This is an optimization exercise on Yosys and OpenROAD, whose aim is small area and a short achievable clock period, not a production implementation.
In this exercise RTL edits were held to simulation tests only and were not proved equivalent to the original.
No activity file was given, so power comes from the tool's default toggle rates.

==> flow/design.v (outline; a module is shown in full before it is edited, if it fits) <==
// module TPU_optimized: 2791 lines
module TPU_optimized #(
    parameter DEPTH     = 4,
    parameter BIT_WIDTH = 8,
    parameter ACC_WIDTH = 24
)
(
    input clk,
    input control,
    input [(BIT_WIDTH*DEPTH)-1:0] data_arr,
    input [(BIT_WIDTH*DEPTH)-1:0] wt_arr,
    output [(ACC_WIDTH*DEPTH)-1:0] acc_out
);
  // ...
==> flow/run.sh <==
#!/bin/bash
# synth_recipe.tcl (not shown) runs the flow's synth.tcl, then flattens the netlist and writes it again
# the make line also repeats each setting of config.mk as NAME=value (left out here)
make -C /OpenROAD-flow-scripts/flow DESIGN_CONFIG=/design/flow/config.mk WORK_HOME=/design/flow/orfs CLKGATE_MAP_FILE= SYNTH_SCRIPT=/design/flow/synth_recipe.tcl finish
==> flow/config.mk <==
export PLATFORM = sky130hd
export DESIGN_NAME = TPU_optimized
export DESIGN_NICKNAME = TPU_optimized
export VERILOG_FILES = /design/flow/design.v
export SDC_FILE = /design/flow/constraint.sdc
export NUM_CORES = 4
export LEC_CHECK = 0
export CAP_MARGIN = 20
export CORE_MARGIN = 2
export CORE_UTILIZATION = 40
export CTS_BUF_LIST = sky130_fd_sc_hd__clkbuf_4 sky130_fd_sc_hd__clkbuf_8
export SETUP_SLACK_MARGIN = 3.9
export SLEW_MARGIN = 20
==> flow/constraint.sdc <==
create_clock -name core_clock -period 7.5 [get_ports {clk}]
set_input_delay 1.5000 -clock core_clock [delete_from_list [all_inputs] [get_ports {clk}]]
set_output_delay 1.5000 -clock core_clock [all_outputs]
set_load 0.01 [all_outputs]
==> summary.txt, run 1 <==
status: complete, no violations
final instance area: 0.0465 mm2
PwrDens: 345 mW/mm2
Pint: 9890 uW
Avg Cell Area, Syn: 10.7 um2
worst-case clock buffer depth: 3
#FFs+latches synth: 644
area post-placement: 0.0435 mm2
FF-to-FF End: s2_3_1[9]
mapped cell area: 0.0411 mm2
Critical-path top delay cell: clkdlybuf4s50_1
PnR Total Power: 16000 uW
via/cell ratio: 5.41
CP endpoint: p3_3_1[7]
Synth Area in Compound Gates: 12.6%
area taken by multi-input logic gates: 0.0242 mm2
Seq/Total Area, Yosys: 31.4%
Post-CTS Resized: 35
Max power group: combinational cells
Slew Limit Fails: 0
via count of the first global-routing pass: 30.4k
hold endpoint: sel0d[9]
Skew-Pair Late Insertion Delay: 0.77 ns
n_diodes: 8
fin crit share: 47.3%
Signal buf overhead: 4.03%
layout cell share with drive strength beyond 1: 7.95%
inverter count: 809
M1 GR Usage: 27.3%
Global Route met3 Usage: 4.36%
R2R Setup Slk: 4.02 ns
count leader, synth: inv_1
Post-Route Utilization: 45.6%
sequential cell count: 644
total sequential power: 5000 uW
Non-clk bufs: 181
hold depth: 0
DRC violation count after routing: 0
met2 usage: 33.6%
ys async rst share: 0%
Commonest cells post-synth: 809 x inv_1, 644 x dfxtp_1, 600 x fa_1, 336 x a222oi_1, 219 x clkbuf_1
area share of and/or/nand/nor cells after synthesis: 8.38%
dpl ws: 2.84 ns
==> run 2, diff against run 1 <==
==> flow/flow/run.sh (new file) <==
#!/bin/bash
# Layout flow: the standard ORFS flow (standard.sh, unchanged synthesis), with
# the port buffers that placement inserts on every input and output made
# sky130_fd_sc_hd__buf_4 instead of the resizer's default delay-buffer choice.
# Each tool's full output stays in orfs/logs/; make's own output goes to
# flow_make.log in the work folder.
set -euo pipefail
export BUFFER_PORTS_ARGS="-buffer_cell sky130_fd_sc_hd__buf_4"
bash standard.sh > flow_make.log 2>&1
==> flow/standard.sh (new file) <==
#!/bin/bash
# synth_recipe.tcl (not shown) runs the flow's synth.tcl, then flattens the netlist and writes it again
# the make line also repeats each setting of config.mk as NAME=value (left out here)
make -C /OpenROAD-flow-scripts/flow DESIGN_CONFIG=/design/flow/config.mk WORK_HOME=/design/flow/orfs CLKGATE_MAP_FILE= SYNTH_SCRIPT=/design/flow/synth_recipe.tcl "${@:-finish}"
--- a/flow/config.mk
+++ b/flow/config.mk
@@ -8,6 +8,7 @@
 export CAP_MARGIN = 20
 export CORE_MARGIN = 2
 export CORE_UTILIZATION = 40
-export CTS_BUF_LIST = sky130_fd_sc_hd__clkbuf_4 sky130_fd_sc_hd__clkbuf_8
-export SETUP_SLACK_MARGIN = 3.9
+export CTS_CLUSTER_DIAMETER = 100
+export CTS_CLUSTER_SIZE = 30
+export SETUP_SLACK_MARGIN = 4.1
 export SLEW_MARGIN = 20
removed: flow/run.sh
==> run 2 against run 1 <==
Compared with the run above:
- total power down 11%
- worst setup slack better by 0.22 ns
- cell count down 3.1%
==> summary.txt, run 2 <==
area leader, netlist: dfxtp_1
Critical-path top delay cell: fa_2
Ys Warns: 1
Tmin final: 3.33 ns
Tightest Pin Transition: 0.957 ns
count leader, synth: inv_1
synth top area cells: dfxtp_1 31%, fa_1 29%, a222oi_1 8.2%, inv_1 7.4%, ha_1 6.3%
fin crit share: 44.4% (-2.9 points)
Detailed Route WL: 108000 um
f_max: 300 MHz
grt ovf: 0
#FFs+latches synth: 644 (unchanged)
EDFF count, synth: 0
worst vdd ir: 0.201 mV
dpl ws: 3.30 ns (+0.465 ns)
nets@finish: 4677
Clock Sinks: 644
P_sw: 5880 uW
initial antenna violation count: 2
antenna-violating nets left: 0
R2R depth: 8
Seq/Total Area, Yosys: 31.4% (unchanged)
# hold bufs at CTS: 0
Post-synth top flop: dfxtp_1
startpoint types: input pin
RR Startpoint: wr3[2]
CTS tree: yes
Skew-Pair Late Insertion Delay: 0.66 ns (-0.11 ns)
most common cell after layout, fill and taps aside: inv_1
CTS H-tree depth: 1
Final Hold Fails: 0
status: complete, no violations
DIE WIDTH: 325 um
Slew Limit Fails: 0 (unchanged)
Worst Path Required: 8.04 ns
worst path cell trace: buf_8, nand2_1, fa_1, inv_1, fa_2, inv_2, fa_2, fa_2, nor2b_1
DRC violation count after routing: 0 (unchanged)
core footprint: 0.102 mm2
share of total power in combinational logic: 50.0%
critical path arrival: 3.87 ns
P&R area growth vs syn: 8.33%
switching share of power: 41.1%
CP top delay family: adder cells
fill cell count: 9792
total vias in the final route: 28.0k
first drt pass iteration count: 13
Commonest cells post-synth: 809 x inv_1, 644 x dfxtp_1, 600 x fa_1, 336 x a222oi_1, 219 x clkbuf_1
Worst-path clk slew: 0.11 ns
Die Area: 0.105 mm2
most frequent cells in the layout: 791 x inv_1, 626 x dfxtp_1, 575 x fa_1
PnR worst setup slack: 4.17 ns
Cells after Synth: 3858
ys async rst share: 0% (unchanged)
All-Layer GR Usage: 20.3%
HP Class: flip-flop to flip-flop
final clock skew: 0.0369 ns
first-pass GRT wire length: 170000 um
FF-to-FF End: s2_3_1[7]
Avg Cell Area, Syn: 10.7 um2 (unchanged)
max_slew headroom: 35.9%
critical path startpoint: data_arr[27]
Post-DP HPWL: 71900 um
RSZ-0062 raised after global routing: yes
largest net degree at the start of global routing: 95
max-capacitance violation count: 0
Starting Density: 40.3%
via/cell ratio: 5.39 (-0.29%)
final setup TNS: 0 ns
wire per inst: 20.7 um
Sequential Power Share: 34.8%
Crit. End Element: flip-flop
Setup Crit Path Kind: input pin to flip-flop
share of total power in the clock network: 15.2%
via count of the first global-routing pass: 29.6k (-2.7%)
Die Y: 325 um
Max FO, Critical Path: 32
Pint: 8420 uW (-15%)
PwrDens: 321 mW/mm2 (-6.8%)
layout cell share with drive strength beyond 1: 8.76% (+0.81 points)
Distinct cells, synth: 68
P_leak: 0.0215 uW
R2R Setup Slk: 4.18 ns (+0.16 ns)
WHS: 0.335 ns
Setup-failing EPs final: 0
worst-case clock buffer depth: 3 (unchanged)
mapped cell area: 0.0411 mm2 (unchanged)
CP most frequent cell: fa_2
Crit. path cell count: 9
Rows: 117
IO Port Bufs: 137
io pins: 162
GP Congestion: 0.844
slowest cell delay on critical path: 0.53 ns
CTS buffer count: 31
Buf+Inv Stages, Crit Path: 3
top cell type's share of synthesized area: 31.4%
initial DRC count: 4528
clk root buf: clkbuf_16
CP endpoint: p3_1_1[10]
run 2: cell types whose count changed in the layout (fill, tap and decap cells not counted), moves of 14 or more:
cell,delta
clkbuf_16,+28
clkbuf_8,-143
dlygate4sd2_1,-14
clkdlybuf4s50_1,-102
clkbuf_4,-25
clkinv_2,-23
buf_4,+129
run 2: cell type report:
cell class	count	area [um2]	share of cell area (%)
flip-flops and latches	644	12900	29.0
diodes	4	10.0	0.0225
multi-input cells	2141	24400	54.7
clock buffers	36	815	1.83
well taps	1368	1710	3.85
inverters	809	3040	6.82
clock inverters	17	273	0.613
repair buffers	176	1380	3.11
run 2: metrics by stage:
| stage | util [%] | cell area, um2 | power [uW] | cells |
|---|---|---|---|---|
| 2_1_floorplan | - | 41600 | 10100 | 3881 |
| 3_3_place_gp | 42.4 | 43200 | 12100 | 5137 |
| 3_5_place_dp | 42.4 | 43200 | 12200 | 5137 |
| 4_1_cts | 43.5 | 44400 | 14400 | 5191 |
| 5_1_grt | 43.7 | 44500 | 15600 | 5191 |
| 6_report | 43.7 | 44500 | 14300 | 5195 |
run 2: cells by family after synthesis:
kind of cell | count (synthesis) | synth area share (%)
mux | 3 | 0.0761
other cells | 1 | 0.00913
fa+ha+maj | 808 | 35.6
flops | 644 | 31.4
simple gates | 627 | 8.38
compound gates | 598 | 12.6
buf+inv | 1096 | 10.2
xor+xnor | 81 | 1.73
run 2: power by group through the flow:
| stage | Sequential [uW] | Clock, uW | Combinational [uW] |
|---|---|---|---|
| after floorplan | 4820 | 0 | 5230 |
| after global placement | 5070 | 0 | 7020 |
| after CTS | 4980 | 2250 | 7170 |
| after detailed placement | 5070 | 0 | 7110 |
| after global routing | 5060 | 2360 | 8220 |
| final | 4980 | 2170 | 7160 |
run 2: worst register-to-register path, cell delays in order, from the launching register on:
cell and delay, ns:
dfxtp_1 0.90, a222oi_1 0.31, fa_1 0.58, inv_1 0.06
fa_1 0.41, inv_1 0.09, fa_1 0.38, inv_1 0.10
fa_1 0.38
run 2: worst min-delay path by stage:
stage,from,end,cells past startpoint,slack (ns)
after CTS,sel0[8],sel0d[8],0,0.34
after detailed placement,sel0[4],sel0d[4],0,0.31
after floorplan,sel0[0],sel0d[0],0,0.31
after global placement,sel0[11],sel0d[11],0,0.31
after global routing,sel0[8],sel0d[8],0,0.34
final,sel0[7],sel0d[7],0,0.33
run 2: routing by layer:
metal	vias to the layer above	GRT usage [%]	part of all wire, %
met1	14219	27.1	42
met3	133	3.30	8.0
li1	12446	-	-
met4	4	6.25	2.7
met5	-	0	0.023
met2	1207	33.7	48
run 2: what timing repair did:
item / 4_1_cts / 5_1_grt
buffers inserted: 1 / 0
endpoints found under the setup margin: 32 / 43
pin swaps: 1 / 7
gates resized for setup: 6 / 43
==> run 3, diff against run 2 <==
--- a/flow/config.mk
+++ b/flow/config.mk
@@ -8,7 +8,5 @@
 export CAP_MARGIN = 20
 export CORE_MARGIN = 2
 export CORE_UTILIZATION = 40
-export CTS_CLUSTER_DIAMETER = 100
-export CTS_CLUSTER_SIZE = 30
 export SETUP_SLACK_MARGIN = 4.1
 export SLEW_MARGIN = 20
==> run 3 against run 2 <==
Compared with the run above:
- core utilization up 1.5 points
- maximum frequency is 0.19% lower
- highest routed layer unchanged
- routed wire length is 1.2% higher
- sequential power barely moved
- critical path type is now flip-flop to flip-flop
==> summary.txt, run 3 <==
Seq/Total Area, Yosys: 31.4% (unchanged)
Setup-failing EPs final: 0 (unchanged)
RR Startpoint: wr3[4]
# hold bufs at CTS: 0 (unchanged)
Rows: 117 (unchanged)
All-Layer GR Usage: 20.7% (+0.44 points)
Max FO, Critical Path: 17 (-47%)
PnR Total Power: 16000 uW (+12%)
P&R area growth vs syn: 12.1%
most frequent cells in the layout: 791 x inv_1, 630 x dfxtp_1, 576 x fa_1
Worst Path Required: 8.02 ns (-0.02 ns)
count leader, synth: inv_1
R2R depth: 6 (-2)
dpl ws: 3.30 ns (unchanged)
Skew-Pair Late Insertion Delay: 0.64 ns (-0.02 ns)
f_max: 300 MHz (-0.19%)
Detailed Route WL: 109000 um (+1.2%)
FF-to-FF End: s2_3_1[9]
DIE WIDTH: 325 um (unchanged)
ys async rst share: 0% (unchanged)
HP Class: flip-flop to flip-flop
Setup Crit Path Kind: flip-flop to flip-flop
Post-DP HPWL: 71900 um (unchanged)
IO Port Bufs: 137 (unchanged)
final clock skew: 0.0305 ns (-0.00640 ns)
CTS buffer count: 76 (+150%)
Slew Limit Fails: 0 (unchanged)
total vias in the final route: 28.4k (+1.2%)
first drt pass iteration count: 17 (+4)
Tightest Pin Transition: 0.933 ns (-0.0243 ns)
final setup TNS: 0 ns (unchanged)
CTS tree: yes
most common cell after layout, fill and taps aside: inv_1
via count of the first global-routing pass: 30.1k (+1.9%)
min-delay src: sel0[4]
Ys Warns: 1 (unchanged)
mapped cell area: 0.0411 mm2 (unchanged)
critical path startpoint: wr3[4]
hold depth: 0 (unchanged)
Commonest cells post-synth: 809 x inv_1, 644 x dfxtp_1, 600 x fa_1, 336 x a222oi_1, 219 x clkbuf_1
worst vdd ir: 0.195 mV (-2.8%)
Tmin final: 3.34 ns (+0.00635 ns)
RSZ-0062 raised after global routing: yes
wire per inst: 20.6 um (-0.41%)
Distinct cells, synth: 68 (unchanged)
startpoint types: flip-flop
DRC violation count after routing: 0 (unchanged)
synth top area cells: dfxtp_1 31%, fa_1 29%, a222oi_1 8.2%, inv_1 7.4%, ha_1 6.3%
Worst-path clk slew: 0.06 ns (-0.05 ns)
Avg Cell Area, Syn: 10.7 um2 (unchanged)
Post-synth top flop: dfxtp_1
EDFF count, synth: 0 (unchanged)
Cells after Synth: 3858 (unchanged)
area leader, netlist: dfxtp_1
Placed Cells: 5137 (unchanged)
largest net degree at the start of global routing: 95 (unchanged)
fin crit share: 44.5% (+0.085 points)
CTS H-tree depth: 3 (+2)
initial DRC count: 4489 (-0.86%)
status: complete, no violations
via/cell ratio: 5.37 (-0.39%)
P_leak: 0.0223 uW (+3.5%)
io pins: 162 (unchanged)
Post-Route Utilization: 45.2% (+1.5 points)
first-pass GRT wire length: 172000 um (+1.4%)
CP endpoint: s2_3_1[9]
core footprint: 0.102 mm2 (unchanged)
max_slew headroom: 37.8% (+1.9 points)
max-capacitance violation count: 0 (unchanged)
grt ovf: 0 (unchanged)
initial antenna violation count: 2 (unchanged)
Die Y: 325 um (unchanged)
worst-case clock buffer depth: 3 (unchanged)
antenna-violating nets left: 0 (unchanged)
R2R Setup Slk: 4.16 ns (-0.02 ns)
Clock Sinks: 644 (unchanged)
critical path arrival: 3.85 ns (-0.02 ns)
Layout Cells excl Fill: 5280 (+1.6%)
Die Area: 0.105 mm2 (unchanged)
clk root buf: clkbuf_16
nets@finish: 4722 (+0.96%)
Crit. End Element: flip-flop
top cell type's share of synthesized area: 31.4% (unchanged)
Starting Density: 40.3% (unchanged)
GP Congestion: 0.844 (unchanged)
PwrDens: 348 mW/mm2 (+8.3%)
PnR worst setup slack: 4.16 ns (-0.00635 ns)
#FFs+latches synth: 644 (unchanged)
Final Hold Fails: 0 (unchanged)
layout cell share with drive strength beyond 1: 10.5% (+1.7 points)
-- run 3: cell counts after synthesis --
Identical to the previous run, type by type.
-- run 3: critical path: stages, from the launching register on --
cell	delay, ns
dfxtp_1	0.85
a222oi_1	0.29
fa_1	0.50
fa_1	0.54
fa_1	0.54
inv_1	0.05
fa_1	0.45
-- run 3: through the flow --
| stage | instance area [um2] | hold WS [ns] |
|---|---|---|
| 6_report | 46100 | 0.326 |
| 5_1_grt | 46000 | 0.332 |
| 4_1_cts | 45900 | 0.327 |
| 3_5_place_dp | 43200 | 0.312 |
| 3_3_place_gp | 43200 | 0.312 |
| 2_1_floorplan | 41600 | 0.310 |
-- run 3: cell families after synthesis --
kind of cell,Yosys count,share of synthesized area (%)
other cells,1,0.00913
compound gates,598,12.6
mux,3,0.0761
fa+ha+maj,808,35.6
buf+inv,1096,10.2
simple gates,627,8.38
xor+xnor,81,1.73
flops,644,31.4
-- run 3: report_power, final --
| part | total [uW] | switching, uW | internal (uW) | leakage [uW] |
|---|---|---|---|---|
| Sequential | 4980 | 623 | 4360 | 0.00536 |
| Combinational | 7160 | 4000 | 3160 | 0.0156 |
| Clock | 3870 | 1540 | 2330 | 0.00127 |
| Total | 16000 | 6160 | 9860 | 0.0223 |
-- run 3: routing by layer --
layer | track usage, % | part of all wire, % | vias to the layer above | routed length (um)
met5 | 0 | 0.0073 | - | 8
met4 | 7.44 | 2.6 | 2 | 2800
met3 | 3.96 | 8.5 | 185 | 9260
met2 | 34.0 | 48 | 1284 | 51900
met1 | 27.3 | 41 | 14296 | 45000
li1 | - | - | 12590 | -
-- run 3: worst min-delay path by stage --
stage                      endpoint  slack, ns
final                      sel0d[4]       0.33
after global routing       sel0d[8]       0.33
after CTS                  sel0d[8]       0.33
after detailed placement   sel0d[4]       0.31
after global placement    sel0d[11]       0.31
after floorplan            sel0d[0]       0.31
-- run 3: what timing repair did --
action,CTS,global route
setup buffers,1,0
resized for setup,7,40
pin swaps,1,7
setup endpoints to repair,34,45
-- run 3: area by class of cell --
class | count | area (um2)
clock buffers | 97 | 2130
fillers | 9652 | 55800
inverters | 809 | 3040
diodes | 4 | 10.0
flip-flops and latches | 644 | 12900
clock inverters | 41 | 498
multi-input cells | 2141 | 24400
repair buffers | 176 | 1390
well taps | 1368 | 1710
==> run 4, diff against run 3 <==
--- a/flow/config.mk
+++ b/flow/config.mk
@@ -8,5 +8,5 @@
 export CAP_MARGIN = 20
 export CORE_MARGIN = 2
 export CORE_UTILIZATION = 40
-export SETUP_SLACK_MARGIN = 4.1
+export SETUP_SLACK_MARGIN = 4.4
 export SLEW_MARGIN = 20
==> run 4 against run 3 <==
Compared with the run above:
- still clean
- via count is 3.1% higher
- die area stayed put
- hold slack worse by 0.00058 ns
- clock skew is 0.0098 ns higher
- non-clock buffer count is 75 higher
==> summary.txt, run 4 <==
PwrDens: 356 mW/mm2 (+2.5%)
HP Class: flip-flop to flip-flop
RSZ-0062 raised after global routing: yes
wire per inst: 22.3 um (+7.9%)
f_max: 308 MHz (+2.8%)
io pins: 162 (unchanged)
first-pass GRT wire length: 179000 um (+3.8%)
P&R area growth vs syn: 17.3%
initial DRC count: 4568 (+1.8%)
# hold bufs at CTS: 0 (unchanged)
DIE WIDTH: 325 um (unchanged)
hold depth: 0 (unchanged)
status: complete, no violations
clk root buf: clkbuf_16
Skew-Pair Late Insertion Delay: 0.64 ns (about the same)
ys async rst share: 0% (unchanged)
CTS buffer count: 76 (unchanged)
top cell type's share of synthesized area: 31.4% (unchanged)
Seq/Total Area, Yosys: 31.4% (unchanged)
mapped cell area: 0.0411 mm2 (unchanged)
GP Congestion: 0.844 (about the same)
fin crit share: 43.3% (-1.2 points)
Detailed Route WL: 119000 um (+9.5%)
initial antenna violation count: 4 (+2)
layout cell share with drive strength beyond 1: 17.1% (+6.7 points)
Crit. End Element: flip-flop
min-delay src: sel0[8]
via count of the first global-routing pass: 30.6k (+1.6%)
Cells after Synth: 3858 (unchanged)
Ys Warns: 1 (unchanged)
Placed Cells: 5134 (-0.058%)
Worst Path Required: 8.07 ns (+0.05 ns)
All-Layer GR Usage: 21.8% (+1.0 points)
final clock skew: 0.0403 ns (+0.00982 ns)
total vias in the final route: 29.2k (+3.1%)
Max FO, Critical Path: 8 (-9)
max_slew headroom: 39.8% (+2.0 points)
Die Area: 0.105 mm2 (unchanged)
FF-to-FF End: s2_1_1[9]
Clock Sinks: 644 (unchanged)
critical path startpoint: data_arr[25]
Setup-failing EPs final: 0 (unchanged)
Tightest Pin Transition: 0.902 ns (-0.0307 ns)
RR Startpoint: sel1[9]
Setup Crit Path Kind: input pin to flip-flop
Die Y: 325 um (unchanged)
R2R Setup Slk: 4.33 ns (+0.17 ns)
Tmin final: 3.24 ns (-0.0921 ns)
Starting Density: 40.3% (unchanged)
Final Hold Fails: 0 (unchanged)
Post-DP HPWL: 72300 um (+0.63%)
nets@finish: 4797 (+1.6%)
first drt pass iteration count: 15 (-2)
startpoint types: input pin
grt ovf: 0 (unchanged)
Distinct cells, synth: 68 (unchanged)
Commonest cells post-synth: 809 x inv_1, 644 x dfxtp_1, 600 x fa_1, 336 x a222oi_1, 219 x clkbuf_1
via/cell ratio: 5.46 (+1.7%)
P_leak: 0.0230 uW (+3.2%)
area leader, netlist: dfxtp_1
Avg Cell Area, Syn: 10.7 um2 (unchanged)
synth top area cells: dfxtp_1 31%, fa_1 29%, a222oi_1 8.2%, inv_1 7.4%, ha_1 6.3%
Worst-path clk slew: 0.06 ns (about the same)
max-capacitance violation count: 0 (unchanged)
count leader, synth: inv_1
critical path arrival: 3.81 ns (-0.04 ns)
R2R depth: 11 (+5)
Layout Cells excl Fill: 5356 (+1.4%)
Post-synth top flop: dfxtp_1
worst vdd ir: 0.246 mV (+26%)
Slew Limit Fails: 0 (unchanged)
WHS: 0.325 ns (-0.000579 ns)
CTS tree: yes
#FFs+latches synth: 644 (unchanged)
largest net degree at the start of global routing: 95 (unchanged)
IO Port Bufs: 137 (unchanged)
EDFF count, synth: 0 (unchanged)
Rows: 117 (unchanged)
Post-Route Utilization: 47.3% (+2.1 points)
final setup TNS: 0 ns (unchanged)
hold endpoint: sel0d[8]
most common cell after layout, fill and taps aside: inv_1
most frequent cells in the layout: 752 x inv_1, 598 x dfxtp_1, 528 x fa_1
DRC violation count after routing: 0 (unchanged)
core footprint: 0.102 mm2 (unchanged)
antenna-violating nets left: 0 (unchanged)
worst-case clock buffer depth: 3 (unchanged)
CTS H-tree depth: 3 (unchanged)
==> run 4: cell count changes in the layout (fill, tap and decap cells not counted), moves of 9 or more <==
cell / change
fa_1: -48
fa_2: +48
inv_1: -39
inv_2: +39
dfxtp_1: -32
dfxtp_2: +26
buf_6: +23
ha_1: -22
and2_1: -20
and2_4: +20
buf_12: +19
ha_4: +14
buf_16: +9
==> run 4: how the worst max path moves through the flow <==
stage / end / slack (ns) / depth (start not counted)
6_report: p3_2_1[9] / 4.26 / 10
5_1_grt: p3_0_1[9] / 4.20 / 10
4_1_cts: p3_2_1[9] / 4.28 / 10
3_5_place_dp: p3_1_1[10] / 3.27 / 9
3_3_place_gp: p3_3_1[10] / 3.30 / 9
2_1_floorplan: p3_0_1[8] / 3.76 / 8
==> run 4: kinds of logic after synthesis <==
group	after synthesis	share of synthesized area, %
AOI/OAI and AO/OA	598	12.6
xor gates and xnor gates	81	1.73
adders and majority gates	808	35.6
buffers and inverters	1096	10.2
DFF	644	31.4
muxes	3	0.0761
other	1	0.00913
and+or+nand+nor	627	8.38
==> run 4: power breakdown <==
group / leakage [uW] / internal, uW / switching [uW]
combinational: 0.0162 / 3700 / 4370
sequential: 0.00537 / 4360 / 626
clock: 0.00134 / 2530 / 1580
total: 0.0230 / 10600 / 6570
==> run 4: what timing repair did <==
item	4_1_cts	5_1_grt
gates resized for setup	143	158
endpoints found under the setup margin	135	99
endpoints found under the hold margin	0	0
pin swaps	47	129
gates cloned	6	8
buffers inserted	40	25
==> run 4: stage by stage <==
stage                     power, uW  instance area, um2  setup slack (ns)
after floorplan               10100               41800              3.76
after global placement        12100               43400              3.30
after detailed placement      12200               43400              3.27
after CTS                     16800               47300              4.28
after global routing          18500               48200              4.20
final                         17200               48200              4.26
==> run 4: routing by layer <==
| metal | wire length, um | share of wire [%] | track usage, % |
|---|---|---|---|
| met3 | 11600 | 9.7 | 4.89 |
| met5 | 16 | 0.013 | 0 |
| met4 | 5630 | 4.7 | 9.45 |
| met1 | 47500 | 40 | 28.4 |
| met2 | 54500 | 46 | 34.7 |
==> run 4: area by class of cell <==
class,count,area (um2)
Clock inverter,47,683
Sequential cell,644,13000
Tap cell,1368,1710
Multi-Input combinational cell,2141,25000
Antenna cell,2,5.00
Fill cell,9364,53700
Inverter,809,3040
Clock buffer,94,2110
Timing Repair Buffer,251,2730
==> run 4: critical path: stages <==
cell and delay, ns:
buf_16 0.14, and2_4 0.15, fa_2 0.56, inv_2 0.04, fa_2 0.34, inv_2 0.06, fa_1 0.41, inv_2 0.08
fa_2 0.41, nor2b_1 0.10
==> run 5, diff against run 4 <==
--- a/flow/config.mk
+++ b/flow/config.mk
@@ -8,5 +8,8 @@
 export CAP_MARGIN = 20
 export CORE_MARGIN = 2
 export CORE_UTILIZATION = 40
-export SETUP_SLACK_MARGIN = 4.4
+export CTS_CLUSTER_DIAMETER = 80
+export CTS_CLUSTER_SIZE = 24
+export PLACE_DENSITY = 0.72
+export SETUP_SLACK_MARGIN = 4.1
 export SLEW_MARGIN = 20
==> run 5 against run 4 <==
Compared with the run above:
- synthesized cell count is the same
- worst setup slack lost 0.13 ns
- still clean
- core utilization shrank 3.2 points
- clock skew grew 0.0023 ns
- hold slack gained 0.0072 ns
- combinational power shrank about 10%
- maximum frequency shrank 3.8%
- sequential share of layout area grew 1.9 points
- synthesized area is the same
- largest power group unchanged
- via count shrank 1.8%
- cell count shrank 2.7%
- design area shrank 6.9%
==> summary.txt, run 5 <==
max_slew headroom: 33.4% (-6.4 points)
Tightest Pin Transition: 0.999 ns (+0.0965 ns)
Post-Route Utilization: 44.1% (-3.2 points)
io pins: 162 (unchanged)
fill cell count: 9561 (+2.1%)
mapped cell area: 0.0411 mm2 (unchanged)
GP Congestion: 0.859 (+1.8%)
R2R depth: 6 (-5)
top cell type's share of synthesized area: 31.4% (unchanged)
worst-case clock buffer depth: 3 (unchanged)
Worst-path clk slew: 0.09 ns (+0.03 ns)
clk root buf: clkbuf_16
initial antenna violation count: 0 (-4)
worst vdd ir: 0.190 mV (-23%)
Skew-Pair Late Insertion Delay: 0.64 ns (about the same)
wire per inst: 20.4 um (-8.5%)
Distinct cells, synth: 68 (unchanged)
CTS H-tree depth: 2 (-1)
RR Startpoint: wr3[4]
Worst Path Required: 8.08 ns (about the same)
CTS buffer count: 42 (-45%)
Max FO, Critical Path: 17 (+9)
IO Port Bufs: 137 (unchanged)
grt ovf: 0 (unchanged)
All-Layer GR Usage: 20.2% (-1.6 points)
layout cell share with drive strength beyond 1: 9.25% (-7.9 points)
DRC violation count after routing: 0 (unchanged)
status: complete, no violations
Clock Sinks: 644 (unchanged)
synth top area cells: dfxtp_1 31%, fa_1 29%, a222oi_1 8.2%, inv_1 7.4%, ha_1 6.3%
critical path arrival: 3.95 ns (+0.14 ns)
PnR worst setup slack: 4.13 ns (-0.129 ns)
Seq/Total Area, Yosys: 31.4% (unchanged)
via count of the first global-routing pass: 30.3k (-1.2%)
total vias in the final route: 28.7k (-1.8%)
Ys Warns: 1 (unchanged)
CP endpoint: s2_3_1[9]
count leader, synth: inv_1
f_max: 296 MHz (-3.8%)
EDFF count, synth: 0 (unchanged)
critical path startpoint: wr3[4]
Starting Density: 40.3% (unchanged)
P_leak: 0.0217 uW (-5.7%)
Crit. End Element: flip-flop
area leader, netlist: dfxtp_1
CTS tree: yes
antenna-violating nets left: 0 (unchanged)
Rows: 117 (unchanged)
Avg Cell Area, Syn: 10.7 um2 (unchanged)
fin crit share: 45.0% (+1.7 points)
first drt pass iteration count: 14 (-1)
Tmin final: 3.37 ns (+0.129 ns)
most frequent cells in the layout: 791 x inv_1, 625 x dfxtp_1, 576 x fa_1
Commonest cells post-synth: 809 x inv_1, 644 x dfxtp_1, 600 x fa_1, 336 x a222oi_1, 219 x clkbuf_1
Final Hold Fails: 0 (unchanged)
Die Area: 0.105 mm2 (unchanged)
ys async rst share: 0% (unchanged)
Setup-failing EPs final: 0 (unchanged)
core footprint: 0.102 mm2 (unchanged)
FF-to-FF End: s2_3_1[9]
final setup TNS: 0 ns (unchanged)
P&R area growth vs syn: 9.24%
Post-DP HPWL: 71200 um (-1.5%)
nets@finish: 4684 (-2.4%)
RSZ-0062 raised after global routing: yes
Placed Cells: 5133 (-0.019%)
dpl ws: 3.30 ns (+0.0313 ns)
via/cell ratio: 5.51 (+0.95%)
largest net degree at the start of global routing: 95 (unchanged)
Die Y: 325 um (unchanged)
Detailed Route WL: 106000 um (-11%)
initial DRC count: 4948 (+8.3%)
R2R Setup Slk: 4.13 ns (-0.20 ns)
DIE WIDTH: 325 um (unchanged)
#FFs+latches synth: 644 (unchanged)
Slew Limit Fails: 0 (unchanged)
HP Class: flip-flop to flip-flop
PwrDens: 330 mW/mm2 (-7.5%)
first-pass GRT wire length: 170000 um (-5.0%)
Post-synth top flop: dfxtp_1
max-capacitance violation count: 0 (unchanged)
Layout Cells excl Fill: 5209 (-2.7%)
final clock skew: 0.0426 ns (+0.00233 ns)
startpoint types: flip-flop
most common cell after layout, fill and taps aside: inv_1
Cells after Synth: 3858 (unchanged)
Setup Crit Path Kind: flip-flop to flip-flop
## run 5: cell types whose count changed in the layout (fill, tap and decap cells not counted), sizes merged
cell | before | now
buf | 239 | 172
bufbuf | 3 | 0
bufinv | 15 | 2
clkbuf | 103 | 47
clkinv | 17 | 11
clkinvlp | 11 | 6
inv | 813 | 816
## run 5: area by class of cell
cell class                 instances  area, um2  area share, %
timing repair buffer             172       1350           3.02
clock inverter                    26        365          0.814
multi-input combinational       2141      24400           54.3
tap                             1368       1710           3.81
clock buffer                      47       1110           2.47
inverter                         809       3040           6.77
sequential                       644      12900           28.8
antenna                            2       5.00         0.0111
## run 5: worst min path at each step
stage | endpoint | depth (start not counted) | start | slack (ns)
global route | sel0d[0] | 0 | sel0[0] | 0.34
floorplan | sel0d[0] | 0 | sel0[0] | 0.31
global placement | sel0d[5] | 0 | sel0[5] | 0.31
finish | sel0d[11] | 0 | sel0[11] | 0.33
detailed placement | sel0d[11] | 0 | sel0[11] | 0.31
CTS | sel0d[11] | 0 | sel0[11] | 0.33
## run 5: routing by layer
layer	track usage, %	share of wire [%]
met1	26.3	39
met2	33.6	48
met3	3.80	10
met4	6.83	3.3
met5	0	0
## run 5: timing repair
action	in CTS	in global routing
gates resized for setup	14	38
pin swaps	2	5
endpoints found under the hold margin	0	0
hold buffers	0	0
setup buffers	1	0
endpoints found under the setup margin	44	36
## run 5: kinds of logic (layout without fill, tap and decap cells)
group	after synthesis	after routing	share of synthesized area, %
AOI/OAI and AO/OA	598	598	12.6
xor gates and xnor gates	81	81	1.73
adders and majority gates	808	808	35.6
buffers and inverters	1096	1054	10.2
DFF	644	644	31.4
muxes	3	3	0.0761
other	1	26	0.00913
and+or+nand+nor	627	627	8.38
## run 5: critical path, stage by stage (launching register included)
cell      delay, ns
dfxtp_1        0.88
a222oi_1       0.29
fa_1           0.50
fa_1           0.52
fa_1           0.54
inv_1          0.05
fa_1           0.52
## run 5: metrics by stage
| step | hold WS [ns] | instance area, um2 | total power [uW] |
|---|---|---|---|
| 3_3_place_gp | 0.312 | 43200 | 12000 |
| 6_report | 0.333 | 44900 | 14800 |
| 5_1_grt | 0.339 | 44900 | 16100 |
| 4_1_cts | 0.331 | 44800 | 14900 |
| 2_1_floorplan | 0.310 | 41600 | 10100 |
| 3_5_place_dp | 0.312 | 43200 | 12200 |
## run 5: where the power goes
| group | leakage, uW | internal (uW) | total [uW] | switching (uW) |
|---|---|---|---|---|
| logic | 0.0156 | 3180 | 7250 | 4070 |
| registers | 0.00536 | 4350 | 4970 | 620 |
| clock network | 0.000695 | 1200 | 2570 | 1370 |
==> run 6, diff against run 5 <==
--- a/flow/config.mk
+++ b/flow/config.mk
@@ -10,6 +10,5 @@
 export CORE_UTILIZATION = 40
 export CTS_CLUSTER_DIAMETER = 80
 export CTS_CLUSTER_SIZE = 24
-export PLACE_DENSITY = 0.72
-export SETUP_SLACK_MARGIN = 4.1
+export SETUP_SLACK_MARGIN = 3.95
 export SLEW_MARGIN = 20
==> run 6 against run 5 <==
Compared with the run above:
- hold slack got worse by 0.0048 ns
- clock skew decreased by 0.0026 ns
- largest power group unchanged
- sequential power about the same
- maximum frequency decreased by 2.2%
- critical endpoint is now p3_1_1[8]
==> summary.txt, run 6 <==
status: complete, no violations
max_slew headroom: 35.6% (+2.2 points)
via/cell ratio: 5.42 (-1.7%)
first-pass GRT wire length: 170000 um (about the same)
Starting Density: 40.3% (unchanged)
Avg Cell Area, Syn: 10.7 um2 (unchanged)
Worst Path Required: 8.02 ns (-0.06 ns)
layout cell share with drive strength beyond 1: 8.11% (-1.1 points)
grt ovf: 0 (unchanged)
RSZ-0062 raised after global routing: no
PnR Total Power: 14600 uW (-1.2%)
#FFs+latches synth: 644 (unchanged)
P_leak: 0.0216 uW (-0.25%)
area leader, netlist: dfxtp_1
Clock Sinks: 644 (unchanged)
P&R area growth vs syn: 8.52%
io pins: 162 (unchanged)
IO Port Bufs: 137 (unchanged)
Tightest Pin Transition: 0.966 ns (-0.0323 ns)
antenna-violating nets left: 0 (unchanged)
largest net degree at the start of global routing: 95 (unchanged)
Skew-Pair Late Insertion Delay: 0.63 ns (about the same)
Post-synth top flop: dfxtp_1
DIE WIDTH: 325 um (unchanged)
share of total power in the clock network: 17.3% (about the same)
share of total power in combinational logic: 48.6% (-0.4 points)
Die Area: 0.105 mm2 (unchanged)
max-capacitance violation count: 0 (unchanged)
hold depth: 0 (unchanged)
HP Class: flip-flop to flip-flop
most common cell after layout, fill and taps aside: inv_1
Placed Cells: 5130 (-0.058%)
Detailed Route WL: 107000 um (+0.93%)
dpl ws: 3.30 ns (-0.000110 ns)
startpoint types: input pin
Crit. End Element: flip-flop
Seq/Total Area, Yosys: 31.4% (unchanged)
core footprint: 0.102 mm2 (unchanged)
R2R depth: 6 (unchanged)
synth top area cells: dfxtp_1 31%, fa_1 29%, a222oi_1 8.2%, inv_1 7.4%, ha_1 6.3%
wire per inst: 20.6 um (+0.97%)
mapped cell area: 0.0411 mm2 (unchanged)
fin crit share: 46.0% (+1.0 points)
Layout Cells excl Fill: 5207 (-0.038%)
Rows: 117 (unchanged)
Cells after Synth: 3858 (unchanged)
worst-case clock buffer depth: 3 (unchanged)
CTS buffer count: 42 (unchanged)
first drt pass iteration count: 20 (+6)
Distinct cells, synth: 68 (unchanged)
final clock skew: 0.0400 ns (-0.00257 ns)
switching share of power: 40.9% (-0.064 points)
R2R Setup Slk: 4.06 ns (-0.07 ns)
Final Hold Fails: 0 (unchanged)
critical path arrival: 3.97 ns (+0.02 ns)
Setup-failing EPs final: 0 (unchanged)
Ys Warns: 1 (unchanged)
Setup Crit Path Kind: input pin to flip-flop
# hold bufs at CTS: 0 (unchanged)
Pint: 8650 uW (-1.0%)
worst vdd ir: 0.229 mV (+21%)
clk root buf: clkbuf_16
initial DRC count: 4515 (-8.8%)
top cell type's share of synthesized area: 31.4% (unchanged)
CTS H-tree depth: 2 (unchanged)
Slew Limit Fails: 0 (unchanged)
most frequent cells in the layout: 797 x inv_1, 636 x dfxtp_1, 582 x fa_1
All-Layer GR Usage: 20.4% (+0.21 points)
PnR worst setup slack: 4.05 ns (-0.0762 ns)
ys async rst share: 0% (unchanged)
Commonest cells post-synth: 809 x inv_1, 644 x dfxtp_1, 600 x fa_1, 336 x a222oi_1, 219 x clkbuf_1
GP Congestion: 0.847 (-1.4%)
Max FO, Critical Path: 32 (+15)
Tmin final: 3.45 ns (+0.0762 ns)
DRC violation count after routing: 0 (unchanged)
final setup TNS: 0 ns (unchanged)
via count of the first global-routing pass: 29.2k (-3.6%)
count leader, synth: inv_1
EDFF count, synth: 0 (unchanged)
WHS: 0.328 ns (-0.00482 ns)
f_max: 290 MHz (-2.2%)
nets@finish: 4682 (-0.043%)
Worst-path clk slew: 0.09 ns (about the same)
initial antenna violation count: 1 (+1)
Die Y: 325 um (unchanged)
Sequential Power Share: 34.1% (+0.5 points)
Post-DP HPWL: 71600 um (+0.47%)
CTS tree: yes
total vias in the final route: 28.2k (-1.8%)
P_sw: 5980 uW (-1.3%)
PwrDens: 328 mW/mm2 (-0.49%)
## run 6: cell counts after synthesis
Identical to the previous run, type by type.
## run 6: layout make-up
| type | instances | area [um2] |
|---|---|---|
| inverters | 809 | 3040 |
| repair buffers | 170 | 1290 |
| clock inverters | 26 | 293 |
| well taps | 1368 | 1710 |
| diodes | 3 | 7.51 |
| multi-input cells | 2141 | 24200 |
| flip-flops and latches | 644 | 12900 |
| clock buffers | 46 | 1110 |
| fillers | 9729 | 57300 |
## run 6: path summary, 6_finish.rpt
path                 from         to
max          data_arr[25]  p3_1_1[8]
min               sel0[0]   sel0d[0]
max reg2reg       sel1[3]  s2_1_1[9]
min reg2reg       sel0[0]   sel0d[0]
## run 6: power by group through the flow
stage	Sequential [uW]	Clock, uW	Combinational (uW)
final	4980	2540	7110
after global routing	5080	2760	8170
after CTS	4990	2630	7190
after detailed placement	5070	0	7140
after global placement	5060	0	7060
after floorplan	4820	0	5230
## run 6: what timing repair did
| action | 4_1_cts | 5_1_grt |
|---|---|---|
| pin swaps | 0 | 2 |
| cloned | 0 | 0 |
| gates resized for setup | 1 | 10 |
| buffers inserted | 0 | 2 |
| setup endpoints to repair | 2 | 38 |
| hold endpoints to repair | 0 | 0 |
## run 6: worst max-delay path, stage by stage
cell     delay [ns]
buf_4          0.37
and2_1         0.22
fa_1           0.44
fa_2           0.37
fa_1           0.48
inv_1          0.05
fa_1           0.48
nor2b_1        0.05
## run 6: metal layers
layer  GRT usage (%)  part of all wire (%)  vias up
li1                -                     -    12472
met1            27.5                    41    14247
met2            33.1                    47     1359
met3            3.90                   9.3      130
met4            6.22                   2.5        0
met5               0                     0        -
## run 6: logic make-up (layout without fill, tap and decap cells)
logic type / after synthesis / in the layout / synth area share (%)
buffers and inverters: 1096 / 1051 / 10.2
adder cells (fa/ha/maj): 808 / 808 / 35.6
flip-flops: 644 / 644 / 31.4
AND/OR/NAND/NOR: 627 / 627 / 8.38
AO/OA/AOI/OAI: 598 / 598 / 12.6
XOR/XNOR: 81 / 81 / 1.73
multiplexers: 3 / 3 / 0.0761
other: 1 / 27 / 0.00913
## run 6: stage by stage
step	util, %	area, um2
global placement	42.3	43100
floorplan	-	41500
global route	43.8	44600
CTS	43.7	44500
detailed placement	42.3	43100
finish	43.8	44600
==> run 7, diff against run 6 <==
--- a/flow/config.mk
+++ b/flow/config.mk
@@ -10,5 +10,6 @@
 export CORE_UTILIZATION = 40
 export CTS_CLUSTER_DIAMETER = 80
 export CTS_CLUSTER_SIZE = 24
-export SETUP_SLACK_MARGIN = 3.95
+export SETUP_SLACK_MARGIN = 4.1
 export SLEW_MARGIN = 20
+export TNS_END_PERCENT = 5
==> run 7 against run 6 <==
Compared with the run above:
- non-clock buffer count grew 2
- routed wire length is 1.0% higher
- sequential share of layout area barely moved
- design area rose by 0.12%
- synthesized area unchanged
- flip-flop and latch count stayed put
- global-route usage up 0.18 points
- critical path depth unchanged
- via count up 0.18%
- largest cell class unchanged
- worst setup slack improved by 0.0057 ns
- hold slack better by 0.0039 ns
==> summary.txt, run 7 <==
status: complete, no violations
layout cell share with drive strength beyond 1: 8.02% (-0.091 points)
antenna-violating nets left: 0 (unchanged)
Final Hold Fails: 0 (unchanged)
wire per inst: 20.8 um (+0.91%)
Worst Path Required: 8.02 ns (about the same)
Rows: 117 (unchanged)
total vias in the final route: 28.3k (+0.18%)
startpoint types: input pin
Worst-path clk slew: 0.09 ns (about the same)
core footprint: 0.102 mm2 (unchanged)
area post-placement: 0.0431 mm2 (about the same)
grt ovf: 0 (unchanged)
P_leak: 0.0216 uW (+0.13%)
f_max: 290 MHz (+0.17%)
Tightest Pin Transition: 0.986 ns (+0.0196 ns)
Critical-path top delay cell: fa_1
Avg Cell Area, Syn: 10.7 um2 (unchanged)
final setup TNS: 0 ns (unchanged)
HP Class: flip-flop to flip-flop
most common cell after layout, fill and taps aside: inv_1
Post-synth top flop: dfxtp_1
clk root buf: clkbuf_16
ys async rst share: 0% (unchanged)
slowest cell delay on critical path: 0.48 ns (about the same)
fin crit share: 45.9% (-0.076 points)
main combinational cell family by area after synthesis: adder cells
post-synthesis adder-cell area fraction: 35.6% (unchanged)
Tmin final: 3.44 ns (-0.00571 ns)
fill cell count: 9759 (+0.31%)
count leader, synth: inv_1
max_slew headroom: 34.3% (-1.3 points)
Setup-failing EPs final: 0 (unchanged)
Die Y: 325 um (unchanged)
Slew Limit Fails: 0 (unchanged)
worst path cell trace: buf_4, and2_1, fa_1, fa_2, fa_1, inv_1, fa_1, nor2b_1
GP Congestion: 0.841 (-0.73%)
CTS H-tree depth: 2 (unchanged)
IO Port Bufs: 137 (unchanged)
All-Layer GR Usage: 20.5% (+0.18 points)
critical path arrival: 3.97 ns (about the same)
first drt pass iteration count: 17 (-15%)
via count of the first global-routing pass: 29.9k (+2.6%)
final clock skew: 0.0422 ns (+0.00221 ns)
Detailed Route WL: 108000 um (+1.0%)
Synth Area in Compound Gates: 12.6% (unchanged)
most frequent cells in the layout: 801 x inv_1, 631 x dfxtp_1, 588 x fa_1
RSZ-0062 raised after global routing: yes
Post-DP HPWL: 72600 um (+1.5%)
Buf+Inv Stages, Crit Path: 2 (unchanged)
io pins: 162 (unchanged)
CP most frequent cell: fa_1
EDFF count, synth: 0 (unchanged)
first-pass GRT wire length: 171000 um (+0.69%)
area leader, netlist: dfxtp_1
Skew-Pair Late Insertion Delay: 0.65 ns (+0.02 ns)
worst vdd ir: 0.214 mV (-7.0%)
DIE WIDTH: 325 um (unchanged)
Crit. End Element: flip-flop
Die Area: 0.105 mm2 (unchanged)
Ys Warns: 1 (unchanged)
CTS tree: yes
Commonest cells post-synth: 809 x inv_1, 644 x dfxtp_1, 600 x fa_1, 336 x a222oi_1, 219 x clkbuf_1
Cells after Synth: 3858 (unchanged)
CTS buffer count: 43 (+2.4%)
Max FO, Critical Path: 32 (unchanged)
Setup Crit Path Kind: input pin to flip-flop
mux contribution to synthesized area: 0.0761% (unchanged)
Layout Cells excl Fill: 5213 (+0.12%)
Seq/Total Area, Yosys: 31.4% (unchanged)
DRC violation count after routing: 0 (unchanged)
Starting Density: 40.3% (unchanged)
final instance area: 0.0446 mm2 (+0.12%)
Distinct cells, synth: 68 (unchanged)
Seq. cell area: 0.0129 mm2 (about the same)
Post-Synth XOR/XNOR Area: 1.73% (unchanged)
PwrDens: 330 mW/mm2 (+0.68%)
area taken by multi-input logic gates: 0.0242 mm2 (-0.21%)
Placed Cells: 5133 (+0.058%)
#FFs+latches synth: 644 (unchanged)
P&R area growth vs syn: 8.65%
area share of and/or/nand/nor cells after synthesis: 8.38% (unchanged)
via/cell ratio: 5.42 (about the same)
top cell type's share of synthesized area: 31.4% (unchanged)
nets@finish: 4685 (+0.064%)
# hold bufs at CTS: 0 (unchanged)
mapped cell area: 0.0411 mm2 (unchanged)
WHS: 0.332 ns (+0.00389 ns)
max-capacitance violation count: 0 (unchanged)
initial antenna violation count: 3 (+2)
initial DRC count: 4395 (-2.7%)
Clock Sinks: 644 (unchanged)
largest net degree at the start of global routing: 89 (-6.3%)
worst-case clock buffer depth: 3 (unchanged)
CP top delay family: adder cells
synth top area cells: dfxtp_1 31%, fa_1 29%, a222oi_1 8.2%, inv_1 7.4%, ha_1 6.3%
[run 7: cells by family (layout without fill, tap and decap cells)]
kind of cell             after synthesis  after routing
other                                  1             27
multiplexers                           3              3
flip-flops                           644            644
XOR/XNOR                              81             81
adder cells (fa/ha/maj)              808            808
AO/OA/AOI/OAI                        598            598
AND/OR/NAND/NOR                      627            627
buffers and inverters               1096           1057
[run 7: metrics by stage]
step | total power, uW | setup slack (ns) | util (%)
after global routing | 16100 | 3.98 | 43.8
after global placement | 12100 | 3.36 | 42.3
after CTS | 14900 | 3.98 | 43.7
final | 14700 | 4.06 | 43.8
after floorplan | 10000 | 3.76 | -
after detailed placement | 12200 | 3.30 | 42.3
[run 7: routing by layer]
| layer | global-route usage [%] | up-vias | wire [um] |
|---|---|---|---|
| met5 | 0 | - | 48 |
| met4 | 7.35 | 4 | 3340 |
| met3 | 3.73 | 172 | 8980 |
| met2 | 33.8 | 1249 | 51600 |
| met1 | 27.1 | 14347 | 44300 |
| li1 | - | 12486 | - |
[run 7: worst paths after layout]
kind                start  slack, ns  depth (start not counted)          to
max          data_arr[25]       4.06                          8   p3_1_1[8]
min               sel0[3]       0.33                          0    sel0d[3]
max reg2reg        wr0[5]       4.08                          6  s2_0_1[10]
min reg2reg       sel0[3]       0.33                          0    sel0d[3]
[run 7: final cells by class]
type	instances	area share, %
Antenna cell	3	0.0168
Clock buffer	50	2.60
Clock inverter	26	0.709
Inverter	809	6.80
Multi-Input combinational cell	2141	54.2
Sequential cell	644	28.9
Tap cell	1368	3.83
Timing Repair Buffer	172	2.93
[run 7: worst register-to-register path, cell delays in order (launching register included)]
cell and delay, ns:
dfxtp_1 0.91, a222oi_1 0.30, fa_1 0.59, fa_1 0.44, fa_1 0.54, inv_1 0.06, fa_1 0.47
[run 7: where the power goes]
group | internal [uW] | switching (uW)
Combinational | 3160 | 3990
Clock | 1200 | 1420
Sequential | 4350 | 620
Total | 8710 | 6030
[run 7: what timing repair did]
action / CTS / global route
setup endpoints to repair: 35 / 71
resized for setup: 1 / 18
pin swaps: 0 / 3
buffers inserted: 0 / 1
==> run 8, diff against run 7 <==
--- a/flow/config.mk
+++ b/flow/config.mk
@@ -12,4 +12,3 @@
 export CTS_CLUSTER_SIZE = 24
 export SETUP_SLACK_MARGIN = 4.1
 export SLEW_MARGIN = 20
-export TNS_END_PERCENT = 5
==> run 8 against run 7 <==
Compared with the run above:
- largest cell class unchanged
- combinational power hardly changed
- non-clock buffer count is 5 higher
- clock skew down 0.0064 ns
- critical path depth rose by 1
- critical path type unchanged
- hold slack better by 0.00065 ns
- register-to-register slack better by 0.10 ns
- cell count barely moved
- highest routed layer unchanged
- critical endpoint is now p3_3_1[10]
- design area is 0.68% higher
- sequential power barely moved
- first-iteration DRC count shrank 2.0%
- global-route usage is 0.052 points lower
- total power grew 0.33%
==> summary.txt, run 8 <==
CTS H-tree depth: 2 (unchanged)
Die Y: 325 um (unchanged)
total vias in the final route: 28.1k (-0.61%)
nets@finish: 4690 (+0.11%)
grt ovf: 0 (unchanged)
WHS: 0.332 ns (+0.000651 ns)
routed wl met3: 9540 um (+6.3%)
fill cell count: 9738 (-0.22%)
Tightest Pin Transition: 0.937 ns (-0.0494 ns)
worst vdd ir: 0.234 mV (+9.8%)
initial antenna violation count: 2 (-1)
f_max: 301 MHz (+3.5%)
RSZ-0062 raised after global routing: yes
largest net degree at the start of global routing: 95 (+6.7%)
Top Metal Used: met5
Seq/Total Area, Yosys: 31.4% (unchanged)
Crit. End Element: flip-flop
most common cell after layout, fill and taps aside: inv_1
Detailed Route WL: 108000 um (-0.16%)
core footprint: 0.102 mm2 (unchanged)
Worst Path Required: 8.00 ns (-0.02 ns)
Skew-Pair Late Insertion Delay: 0.63 ns (-0.02 ns)
Post-synth top flop: dfxtp_1
layout cell share with drive strength beyond 1: 9.29% (+1.3 points)
wire per inst: 20.7 um (-0.25%)
antenna-violating nets left: 0 (unchanged)
P&R area growth vs syn: 9.39%
fin crit share: 44.3% (-1.6 points)
startpoint types: input pin
max_slew headroom: 37.3% (+3.1 points)
Ys Warns: 1 (unchanged)
# hold bufs at CTS: 0 (unchanged)
IO Port Bufs: 137 (unchanged)
mapped cell area: 0.0411 mm2 (unchanged)
Setup-failing EPs final: 0 (unchanged)
via/cell ratio: 5.38 (-0.70%)
Commonest cells post-synth: 809 x inv_1, 644 x dfxtp_1, 600 x fa_1, 336 x a222oi_1, 219 x clkbuf_1
worst-case clock buffer depth: 3 (unchanged)
synth top area cells: dfxtp_1 31%, fa_1 29%, a222oi_1 8.2%, inv_1 7.4%, ha_1 6.3%
max-capacitance violation count: 0 (unchanged)
Worst-path clk slew: 0.09 ns (about the same)
final setup TNS: 0 ns (unchanged)
R2R depth: 6 (unchanged)
Cells after Synth: 3858 (unchanged)
clk root buf: clkbuf_16
Starting Density: 40.3% (unchanged)
first-pass GRT wire length: 171000 um (-0.36%)
ys async rst share: 0% (unchanged)
Setup Crit Path Kind: input pin to flip-flop
DIE WIDTH: 325 um (unchanged)
initial DRC count: 4306 (-2.0%)
count leader, synth: inv_1
most frequent cells in the layout: 791 x inv_1, 626 x dfxtp_1, 576 x fa_1
via count of the first global-routing pass: 29.6k (-1.1%)
Post-DP HPWL: 71900 um (-1.0%)
status: complete, no violations
Avg Cell Area, Syn: 10.7 um2 (unchanged)
hold depth: 0 (unchanged)
final clock skew: 0.0359 ns (-0.00639 ns)
critical path arrival: 3.82 ns (-0.15 ns)
io pins: 162 (unchanged)
Tmin final: 3.33 ns (-0.117 ns)
Final Hold Fails: 0 (unchanged)
CTS tree: yes
first drt pass iteration count: 13 (-4)
DRC violation count after routing: 0 (unchanged)
GP Congestion: 0.844 (+0.45%)
P_leak: 0.0217 uW (+0.43%)
Max FO, Critical Path: 32 (unchanged)
Die Area: 0.105 mm2 (unchanged)
top cell type's share of synthesized area: 31.4% (unchanged)
EDFF count, synth: 0 (unchanged)
area leader, netlist: dfxtp_1
CTS buffer count: 43 (unchanged)
Slew Limit Fails: 0 (unchanged)
PwrDens: 329 mW/mm2 (-0.35%)
Rows: 117 (unchanged)
#FFs+latches synth: 644 (unchanged)
HP Class: flip-flop to flip-flop
Clock Sinks: 644 (unchanged)
Distinct cells, synth: 68 (unchanged)
routed metal-1 wire length: 44200 um (-0.22%)
All-Layer GR Usage: 20.5% (-0.052 points)
routed wl met2: 51000 um (-1.1%)
## run 8: cell types whose count changed in the layout (fill, tap and decap cells not counted), sizes merged
cell	before	now
inv	830	823
buf	172	177
clkinv	5	10
clkbuf	50	46
bufinv	0	3
diode	3	6
## run 8: routing by layer
metal  up-vias  track usage (%)
met2      1261             33.8
met4         2             6.83
li1      12487                -
met1     14166             27.2
met5         -                0
met3       170             3.74
## run 8: what timing repair did
item	in CTS	in global routing
setup endpoints to repair	33	44
resized for setup	8	44
setup buffers	1	1
pin swaps	1	8
## run 8: area by class of cell
cell class              instances  area (um2)  area share [%]
well taps                    1368        1710            3.81
inverters                     809        3040            6.76
diodes                          6        15.0          0.0334
clock inverters                27         395           0.880
repair buffers                177        1400            3.12
flip-flops and latches        644       12900            28.7
clock buffers                  46        1110            2.46
multi-input cells            2141       24400            54.2
## run 8: critical path: stages
cell and delay [ns]:
buf_8 0.25, nand2_4 0.07, fa_1 0.54, inv_1 0.05, fa_2 0.33, inv_2 0.06
fa_1 0.43, fa_2 0.54, nor2b_1 0.04
## run 8: kinds of logic (layout without fill, tap and decap cells)
| logic type | count (synthesis) | count (layout) | synth area share [%] |
|---|---|---|---|
| compound gates | 598 | 598 | 12.6 |
| simple gates | 627 | 627 | 8.38 |
| mux | 3 | 3 | 0.0761 |
| fa+ha+maj | 808 | 808 | 35.6 |
| flops | 644 | 644 | 31.4 |
| xor+xnor | 81 | 81 | 1.73 |
| other cells | 1 | 30 | 0.00913 |
| buf+inv | 1096 | 1059 | 10.2 |
## run 8: path summary, 6_finish.rpt
| kind | end | from | slack (ns) |
|---|---|---|---|
| worst max-delay path | p3_3_1[10] | data_arr[26] | 4.17 |
| worst min-delay path | sel0d[4] | sel0[4] | 0.33 |
| worst max register to register | s2_0_1[9] | wr0[6] | 4.18 |
| worst min register to register | sel0d[4] | sel0[4] | 0.33 |
## run 8: metrics by stage
step | area (um2) | std cells | util (%) | total power, uW | worst slack, ns
2_1_floorplan | 41600 | 3881 | - | 10100 | 3.76
3_3_place_gp | 43200 | 5137 | 42.4 | 12100 | 3.33
3_5_place_dp | 43200 | 5137 | 42.4 | 12200 | 3.30
4_1_cts | 44800 | 5211 | 44.0 | 14900 | 4.10
5_1_grt | 44900 | 5212 | 44.1 | 16100 | 4.02
6_report | 44900 | 5218 | 44.1 | 14800 | 4.17
## run 8: where the power goes
group / switching [uW] / internal [uW] / leakage (uW)
sequential: 625 / 4350 / 0.00536
clock: 1410 / 1250 / 0.000736
combinational: 3990 / 3160 / 0.0156

-- afterwards: timing with drivers on the ports --
In the flow no input, the clock included, has a driving cell. The finished layouts below were timed again as built, in two steps.
Step 1 assumes that a clkbuf_16 drives the clock port and a buf_2 every other input.
Step 2 adds t to the input delays and takes it off the output delays; t is the mean of the earliest and latest rising clock arrival at the registers after step 1. Input paths then give back, and output paths get back, about the clock's delay inside the block.
Three values: no drivers, after step 1, after step 2; two values: the first two.
| run | t (ns) | setup slack, ns | latest minus earliest clock arrival (ns) | worst register clock-pin slew, ns | worst slew at a driven data input, ns |
|---|---|---|---|---|---|
| run 1 | 0.811 | 3.953 / 3.981 / 3.169 | 0.052 / 0.053 | 0.07 / 0.07 | 0.10 |
| run 2 | 0.715 | 4.170 / 4.181 / 3.467 | 0.048 / 0.048 | 0.12 / 0.12 | 0.09 |
| run 3 | 0.694 | 4.164 / 4.164 / 3.472 | 0.031 / 0.031 | 0.06 / 0.06 | 0.09 |
| run 4 | 0.688 | 4.256 / 4.030 / 3.342 | 0.044 / 0.044 | 0.07 / 0.07 | 0.32 |
| run 5 | 0.685 | 4.127 / 4.127 / 3.473 | 0.043 / 0.044 | 0.10 / 0.10 | 0.11 |
| run 6 | 0.679 | 4.051 / 4.058 / 3.401 | 0.056 / 0.056 | 0.10 / 0.10 | 0.10 |
| run 7 | 0.702 | 4.057 / 4.076 / 3.374 | 0.044 / 0.044 | 0.10 / 0.10 | 0.08 |
| run 8 | 0.680 | 4.174 / 4.159 / 3.479 | 0.048 / 0.047 | 0.10 / 0.10 | 0.09 |
After both steps every run listed still meets setup and hold. The setup slack of run 4, which loses most, moves by -0.226 ns with the drivers and by -0.914 ns with both steps.
